What follows belongs to an exercise in optimizing a design on an open flow for small area and a short achievable clock period; a production flow would make more cautious choices. At most, simulation tests tie the RTL to the original design; equivalence was not proved.

==> inputs of build 58 <==
Design cordic, start of the top module:
module cordic (
    input wire signed [31:0] angle,
    input wire clk, reset,
    output wire signed [31:0] x, y
);
reg [2:0] vcnt;
always @(posedge clk)
    if (reset) vcnt <= 3'd0;
    else if (vcnt != 3'd7) vcnt <= vcnt + 3'd1;
wire [15:0] lo = angle[15:0];
wire [12:0] zo;
wire lo_lt16387 = (~lo[15] & ~lo[14]) | (~lo[15] & lo[14] & ~lo[13] & ~lo[12] & ~lo[11] & ~lo[10] & ~lo[9] & ~lo[8] & ~lo[7] & ~lo[6] & ~lo[5] & ~lo[4] & ~lo[3] & ~lo[2] & ~lo[1]) | (~lo[15] & lo[14] & ~lo[13] & ~lo[12] & ~lo[11] & ~lo[10] & ~lo[9] & ~lo[8] & ~lo[7] & ~lo[6] & ~lo[5] & ~lo[4] & ~lo[3] & ~lo[2] & lo[1] & ~lo[0]);
wire lo_lt32769 = (~lo[15]) | (lo[15] & ~lo[14] & ~lo[13] & ~lo[12] & ~lo[11] & ~lo[10] & ~lo[9] & ~lo[8] & ~lo[7] & ~lo[6] & ~lo[5] & ~lo[4] & ~lo[3] & ~lo[2] & ~lo[1] & ~lo[0]);
wire lo_lt49152 = (~lo[15]) | (lo[15] & ~lo[14]);
  ...
Settings: LEC_CHECK=0, ABC_AREA=1, CAP_MARGIN=20, CORE_MARGIN=2, CORE_UTILIZATION=65, CTS_BUF_LIST=sky130_fd_sc_hd__clkbuf_4 sky130_fd_sc_hd__clkbuf_8, SETUP_SLACK_MARGIN=2.85, SLEW_MARGIN=20; clock period 5.0 ns.
standard.sh (not shown) runs the stock make flow with config.mk's settings and CLKGATE_MAP_FILE= SYNTH_SCRIPT=/design/flow/synth_recipe.tcl, a recipe that flattens the netlist after the stock synthesis.
==> flow/flow/run.sh <==
#!/bin/bash
# Standard ORFS layout, except that the port buffers are plain buffers
# (buf_1) instead of the delay cells buffer_ports picks by default.
set -euo pipefail
export BUFFER_PORTS_ARGS="-buffer_cell sky130_fd_sc_hd__buf_1"
bash standard.sh finish > flow_standard.log 2>&1
==> inputs of build 94, as changes to build 58 <==
--- a/flow/design.v
+++ b/flow/design.v
@@ -31,56 +31,55 @@
 wire t_m647 = (~zo[12] & ~zo[11]) | (~zo[12] & zo[11] & ~zo[10]) | (~zo[12] & zo[11] & zo[10] & ~zo[9] & ~zo[8]) | (~zo[12] & zo[11] & zo[10] & ~zo[9] & zo[8] & ~zo[7] & ~zo[6]) | (~zo[12] & zo[11] & zo[10] & ~zo[9] & zo[8] & ~zo[7] & zo[6] & ~zo[5]) | (~zo[12] & zo[11] & zo[10] & ~zo[9] & zo[8] & ~zo[7] & zo[6] & zo[5] & ~zo[4]) | (~zo[12] & zo[11] & zo[10] & ~zo[9] & zo[8] & ~zo[7] & zo[6] & zo[5] & zo[4] & ~zo[3]) | (~zo[12] & zo[11] & zo[10] & ~zo[9] & zo[8] & ~zo[7] & zo[6] & zo[5] & zo[4] & zo[3] & ~zo[2] & ~zo[1] & ~zo[0]);
 wire t_p647 = (~zo[12]) | (zo[12] & ~zo[11] & ~zo[10] & ~zo[9]) | (zo[12] & ~zo[11] & ~zo[10] & zo[9] & ~zo[8] & ~zo[7]) | (zo[12] & ~zo[11] & ~zo[10] & zo[9] & ~zo[8] & zo[7] & ~zo[6] & ~zo[5] & ~zo[4] & ~zo[3] & ~zo[2]) | (zo[12] & ~zo[11] & ~zo[10] & zo[9] & ~zo[8] & zo[7] & ~zo[6] & ~zo[5] & ~zo[4] & ~zo[3] & zo[2] & ~zo[1]) | (zo[12] & ~zo[11] & ~zo[10] & zo[9] & ~zo[8] & zo[7] & ~zo[6] & ~zo[5] & ~zo[4] & ~zo[3] & zo[2] & zo[1] & ~zo[0]);
 wire t_p1949 = (~zo[12]) | (zo[12] & ~zo[11] & ~zo[10]) | (zo[12] & ~zo[11] & zo[10] & ~zo[9]) | (zo[12] & ~zo[11] & zo[10] & zo[9] & ~zo[8]) | (zo[12] & ~zo[11] & zo[10] & zo[9] & zo[8] & ~zo[7]) | (zo[12] & ~zo[11] & zo[10] & zo[9] & zo[8] & zo[7] & ~zo[6] & ~zo[5] & ~zo[4]) | (zo[12] & ~zo[11] & zo[10] & zo[9] & zo[8] & zo[7] & ~zo[6] & ~zo[5] & zo[4] & ~zo[3]) | (zo[12] & ~zo[11] & zo[10] & zo[9] & zo[8] & zo[7] & ~zo[6] & ~zo[5] & zo[4] & zo[3] & ~zo[2]) | (zo[12] & ~zo[11] & zo[10] & zo[9] & zo[8] & zo[7] & ~zo[6] & ~zo[5] & zo[4] & zo[3] & zo[2] & ~zo[1] & ~zo[0]);
 wire s   = angle[31];
 wire h0  = angle[16];
 wire zr  = (angle[30:17] == 14'd0);
 wire in_r = ~s & zr & ~h0;
 wire h1   = ~s & zr & h0;
-wire sneg = (~s & ~zr) | (s & zr & ~h0) | (h1 & ~lo_lt17527);
-wire spos = s & ~(zr & ~h0);
+wire h1ok = h1 & lo_lt17527;                
+wire f0   = h1 | (~s & ~zr) | (s & zr & ~h0);    
 wire qa = lo_lt16387;
 wire qb = ~lo_lt16387 & lo_lt32769;
 wire qc = ~lo_lt32769 & lo_lt49152;
 wire qd = ~lo_lt49152;
 wire selA = ~in_r | qa;
 wire d1 = (selA & lo_lt8192) | (in_r & qb & ~lo_lt24577) | (in_r & qc & lo_lt40960) | (in_r & qd & ~lo_lt57344);
 wire d2y = (selA & lo_lt3362) | (in_r & qb & ~lo_lt29407) | (in_r & qc & lo_lt36130) | (in_r & qd & ~lo_lt62174);
 wire d2n = (selA & lo_lt13022) | (in_r & qb & ~lo_lt19747) | (in_r & qc & lo_lt45790) | (in_r & qd & ~lo_lt52514);
 wire d2 = d1 ? d2y : d2n;
-wire qb_s = qb & ~lo[15];                    
-wire neg = in_r & (qb_s | qd);
-wire [2:0] cls = sneg ? 3'b110 : spos ? 3'b111 : h1 ? 3'b101 :
-                 (qa ? 3'b000 : qb_s ? 3'b001 : qc ? 3'b010 : qd ? 3'b011 : 3'b100);
-reg [14:0] lop_1;
+wire [1:0] qi = {~lo_lt32769, qb | qd};
+wire neg = in_r & qi[0];
+wire [2:0] cls = in_r ? {1'b0, qi} : {1'b1, ~h1ok, f0};
+reg [12:0] lop_1;
 reg [1:0] d_1;
 reg [2:0] cls_1;
 always @(posedge clk) begin
-    lop_1 <= lo[14:0] ^ {15{neg}};
+    lop_1 <= lo[12:0] ^ {13{neg}};
     d_1   <= {d2, d1};
     cls_1 <= cls;
 end
-wire cin = (cls_1 == 3'b001);
+wire cin = (cls_1 == 3'b001);               
 wire [12:0] k3 = d_1[0] ? (d_1[1] ? 13'd7386 : 13'd2274) : (d_1[1] ? 13'd5918 : 13'd806);
 reg [12:0] z3_2;
 reg [1:0] d_2;
 reg [2:0] cls_2;
 always @(posedge clk) begin
     z3_2  <= lop_1[12:0] + {12'd0, cin} + k3;
     d_2   <= d_1;
     cls_2 <= cls_1;
 end
 assign zo = {~z3_2[12], z3_2[11:0]};       
 wire d3 = z3_2[12];
 wire d4 = d3 ? t_m1298 : t_p1298;
 wire d5 = d3 ? (d4 ? t_m1949 : t_m647) : (d4 ? t_p647 : t_p1949);
 wire sat = cls_2[2] & cls_2[1];
-wire f   = cls_2[2] & (cls_2[1] ^ cls_2[0]);
-wire [1:0] q = cls_2[2] ? {cls_2[1] | cls_2[0], 1'b1} : cls_2[1:0];
+wire f   = cls_2[2] & cls_2[0];
+wire [1:0] q = cls_2[1:0] | {2{cls_2[2]}};
 reg [7:0] code_3, code_4, code_5, code_6, code_7;
 always @(posedge clk) begin
     code_3 <= {q, {d5 ^ d4, d4 ^ d3, d3 ^ d_2[1], d_2[1] ^ d_2[0], d_2[0]} & {5{~sat}}, f};
     code_4 <= code_3;
     code_5 <= code_4;
     code_6 <= code_5;
     code_7 <= code_6;
 end
==> flow/flow/run.sh (replaced) <==
#!/bin/bash
# Standard ORFS layout with two changes:
#  - after the standard synthesis, the combinational logic is re-mapped for
#    area by yosys/abc (flow/reopt.ys.in, flow/reopt.abc); the registers,
#    their names and cell types are kept as the standard synthesis made them;
#  - the port buffers are plain buf_1 cells instead of the delay cells
#    buffer_ports picks by default.
set -euo pipefail
export BUFFER_PORTS_ARGS="-buffer_cell sky130_fd_sc_hd__buf_1"
R=orfs/results/${FLOW_PLATFORM}/cordic/base
LIB=$FLOW_HOME/platforms/sky130hd/lib/sky130_fd_sc_hd__tt_025C_1v80.lib
YOSYS=$FLOW_HOME/../tools/install/yosys/bin/yosys
[ -x "$YOSYS" ] || YOSYS=yosys
bash standard.sh synth > flow_synth.log 2>&1
cp $R/1_2_yosys.v std_synth.v
sed -e "s#LIBFILE#$LIB#g" -e "s#INFILE#std_synth.v#" -e "s#OUTFILE#reopt.v#" flow/reopt.ys.in > reopt.ys
$YOSYS -s reopt.ys > flow_reopt.log 2>&1
cp reopt.v $R/1_2_yosys.v
bash standard.sh finish > flow_standard.log 2>&1
==> flow/flow/reopt.abc (new file) <==
strash
dch
map -B 0.9
topo
stime -c
buffer -c
upsize -c
dnsize -c
==> flow/flow/reopt.ys.in (new file) <==
read_liberty -ignore_miss_func LIBFILE
read_verilog -noblackbox INFILE
hierarchy -top cordic
blackbox sky130_fd_sc_hd__dfxtp_* sky130_fd_sc_hd__conb_1
flatten
opt -purge
abc -script flow/reopt.abc -liberty LIBFILE -dont_use sky130_fd_sc_hd__lpflow_bleeder_1 -dont_use sky130_fd_sc_hd__lpflow_clkbufkapwr_1 -dont_use sky130_fd_sc_hd__lpflow_clkbufkapwr_16 -dont_use sky130_fd_sc_hd__lpflow_clkbufkapwr_2 -dont_use sky130_fd_sc_hd__lpflow_clkbufkapwr_4 -dont_use sky130_fd_sc_hd__lpflow_clkbufkapwr_8 -dont_use sky130_fd_sc_hd__lpflow_clkinvkapwr_1 -dont_use sky130_fd_sc_hd__lpflow_clkinvkapwr_16 -dont_use sky130_fd_sc_hd__lpflow_clkinvkapwr_2 -dont_use sky130_fd_sc_hd__lpflow_clkinvkapwr_4 -dont_use sky130_fd_sc_hd__lpflow_clkinvkapwr_8 -dont_use sky130_fd_sc_hd__lpflow_decapkapwr_12 -dont_use sky130_fd_sc_hd__lpflow_decapkapwr_3 -dont_use sky130_fd_sc_hd__lpflow_decapkapwr_4 -dont_use sky130_fd_sc_hd__lpflow_decapkapwr_6 -dont_use sky130_fd_sc_hd__lpflow_decapkapwr_8 -dont_use sky130_fd_sc_hd__lpflow_inputiso0n_1 -dont_use sky130_fd_sc_hd__lpflow_inputiso0p_1 -dont_use sky130_fd_sc_hd__lpflow_inputiso1n_1 -dont_use sky130_fd_sc_hd__lpflow_inputiso1p_1 -dont_use sky130_fd_sc_hd__lpflow_inputisolatch_1 -dont_use sky130_fd_sc_hd__lpflow_isobufsrc_1 -dont_use sky130_fd_sc_hd__lpflow_isobufsrc_16 -dont_use sky130_fd_sc_hd__lpflow_isobufsrc_2 -dont_use sky130_fd_sc_hd__lpflow_isobufsrc_4 -dont_use sky130_fd_sc_hd__lpflow_isobufsrc_8 -dont_use sky130_fd_sc_hd__lpflow_isobufsrckapwr_16 -dont_use sky130_fd_sc_hd__lpflow_lsbuf_lh_hl_isowell_tap_1 -dont_use sky130_fd_sc_hd__lpflow_lsbuf_lh_hl_isowell_tap_2 -dont_use sky130_fd_sc_hd__lpflow_lsbuf_lh_hl_isowell_tap_4 -dont_use sky130_fd_sc_hd__lpflow_lsbuf_lh_isowell_4 -dont_use sky130_fd_sc_hd__lpflow_lsbuf_lh_isowell_tap_1 -dont_use sky130_fd_sc_hd__lpflow_lsbuf_lh_isowell_tap_2 -dont_use sky130_fd_sc_hd__lpflow_lsbuf_lh_isowell_tap_4 -dont_use sky130_fd_sc_hd__probe_p_8 -dont_use sky130_fd_sc_hd__probec_p_8 
opt_clean -purge
splitnets
opt_clean -purge
hilomap -singleton -hicell sky130_fd_sc_hd__conb_1 HI -locell sky130_fd_sc_hd__conb_1 LO
insbuf -buf sky130_fd_sc_hd__buf_4 A X
opt_clean -purge
rename -hide w:*
tee -o reopt_stat.txt stat -liberty LIBFILE
write_verilog -noattr -nohex -nodec OUTFILE
==> flow/config.mk (replaced) <==
export PLATFORM = sky130hd
export DESIGN_NAME = cordic
export DESIGN_NICKNAME = cordic
export VERILOG_FILES = /design/flow/design.v
export SDC_FILE = /design/flow/constraint.sdc
export NUM_CORES = 4
export LEC_CHECK = 0
export ABC_AREA = 1
export CAP_MARGIN = 20
export CORE_MARGIN = 2
export CORE_UTILIZATION = 60
export CTS_BUF_LIST = sky130_fd_sc_hd__clkbuf_4 sky130_fd_sc_hd__clkbuf_8
export SETUP_SLACK_MARGIN = 2.7
export SLEW_MARGIN = 20
==> inputs of build 45, as changes to build 58 <==
==> flow/config.mk (replaced) <==
export PLATFORM = sky130hd
export DESIGN_NAME = cordic
export DESIGN_NICKNAME = cordic
export VERILOG_FILES = /design/flow/design.v
export SDC_FILE = /design/flow/constraint.sdc
export NUM_CORES = 4
export LEC_CHECK = 0
export ABC_AREA = 1
export CAP_MARGIN = 20
export CORE_MARGIN = 2
export CORE_UTILIZATION = 60
export CTS_BUF_LIST = sky130_fd_sc_hd__clkbuf_4 sky130_fd_sc_hd__clkbuf_8
export GPL_TIMING_DRIVEN = 0
export SETUP_SLACK_MARGIN = 2.9
export SLEW_MARGIN = 20
==> summary.txt <==
Finish
  • Fraction of area in registers: 32.07%
  • Fill cells: 610
  • Multi-input gate area: 0.002435 sq mm
  • Cell area after layout: around 0.0062 sq mm
  • Core Util, Final: 75.97%

Global routing
  • Vias in the first global route: 4414

STA
  • Max Fclk: 465.8 MHz

Yosys
  • Synthesized area: between 0.005 and 0.006 sq mm
  • Syn_area_per_cell: 7.515 sq um
  • Xor/xnor share of the synthesized area: 6.057%

Detailed routing
  • Drt initial violations: 283
  • M1 wire length: 4898 microns

Status
  • Status: finished clean

Clocking
  • PostCTS Resize Cnt: 34

Floorplan
  • Total Die Area: 0.009114 sq mm
  • Rows: 33

Worst setup path
  • WP data required: 4.00 ns
(the above is from build 45)
==> summary.txt <==
Yosys
  • Xor/xnor share of the synthesized area: 6.057%
  • Top cells by area, synth: dfxtp_1 39%, nand2_1 9.4%, buf_4 6.9%
  • Syn_area_per_cell: 7.515 sq um
  • Netlist cell types: 40
  • Synthesized area: ~0.005 sq mm

Worst setup path
  • WP data required: 5.24 ns
  • CP dominant cell by count: nor2_1

Detailed routing
  • Drt initial violations: 191
  • M1 wire length: 4133 microns

Floorplan
  • Total Die Area: 0.008442 sq mm
  • Rows: 32

Clocking
  • PostCTS Resize Cnt: 6

STA
  • Max Fclk: 484.2 MHz

Global routing
  • First-pass GRT wire length: between 15000 and 20000 microns
  • Initial antenna violation count: 0
  • Vias in the first global route: about 4.0k

Finish
  • Fraction of area in registers: 37.40%
  • Fin nets: 776
  • Core Util, Final: a little over two thirds

Status
  • Status: finished clean
(the above is from build 58)
==> summary.txt <==
Finish
  • Largest cell class by area: multi-input gates
  • Fill cells: 725
  • Cell area after layout: 0.005398 sq mm
  • Core Util, Final: 66.02%
  • Multi-input gate area: roughly 0.0024 sq mm
  • Fraction of area in registers: 36.81%

Floorplan
  • Rows: 33
  • Total Die Area: 0.009181 sq mm

Clocking
  • PostCTS Resize Cnt: 1

Worst setup path
  • WP data required: around 4 ns
  • Worst setup path startpoint: xr[9]

STA
  • Max Fclk: 475.0 MHz
  • Final worst slack: 2.895 ns
  • Final setup vio count: 0

Yosys
  • Syn_area_per_cell: 6.997 sq um

Detailed routing
  • M1 wire length: roughly 4400 microns
  • Drt initial violations: about 240

Global routing
  • Vias in the first global route: 4173

Status
  • Status: finished clean
(the above is from build 94)
The RTL of build 94 was laid out without a check of its function.

-- afterwards: timing with drivers on the ports --
Ports are ideal in the flow. The routed layouts listed here were re-timed in OpenROAD. Step 1 (the two cells are an assumption about what drives the block):
set clk [get_ports {clk}]
set_driving_cell -lib_cell sky130_fd_sc_hd__clkbuf_16 $clk
set_driving_cell -lib_cell sky130_fd_sc_hd__buf_2 [delete_from_list [all_inputs] $clk]
Step 2 adds t to the input delays and takes it off the output delays; t is the mean of the earliest and latest rising clock arrival at the registers after step 1. Input paths then give back, and output paths get back, about the clock's delay inside the block. a / b / c = no drivers / after step 1 / after step 2; a / b = the first two.
| run | shift t [ns] | setup slack, ns | worst setup path at the end | worst register clock-pin slew, ns |
|---|---|---|---|---|
| build 58 | 0.390 | 2.935 / 2.948 / 2.558 | input to register | 0.10 / 0.10 |
| build 94 | 0.400 | 2.895 / 2.861 / 2.539 | input to register | 0.12 / 0.12 |
| build 45 | 0.390 | 2.853 / 2.823 / 2.623 | input to register | 0.10 / 0.10 |
After both steps setup and hold are still met in every run listed. The setup slack of build 58, which loses most, moves by +0.013 ns with the drivers and by -0.377 ns with both steps.
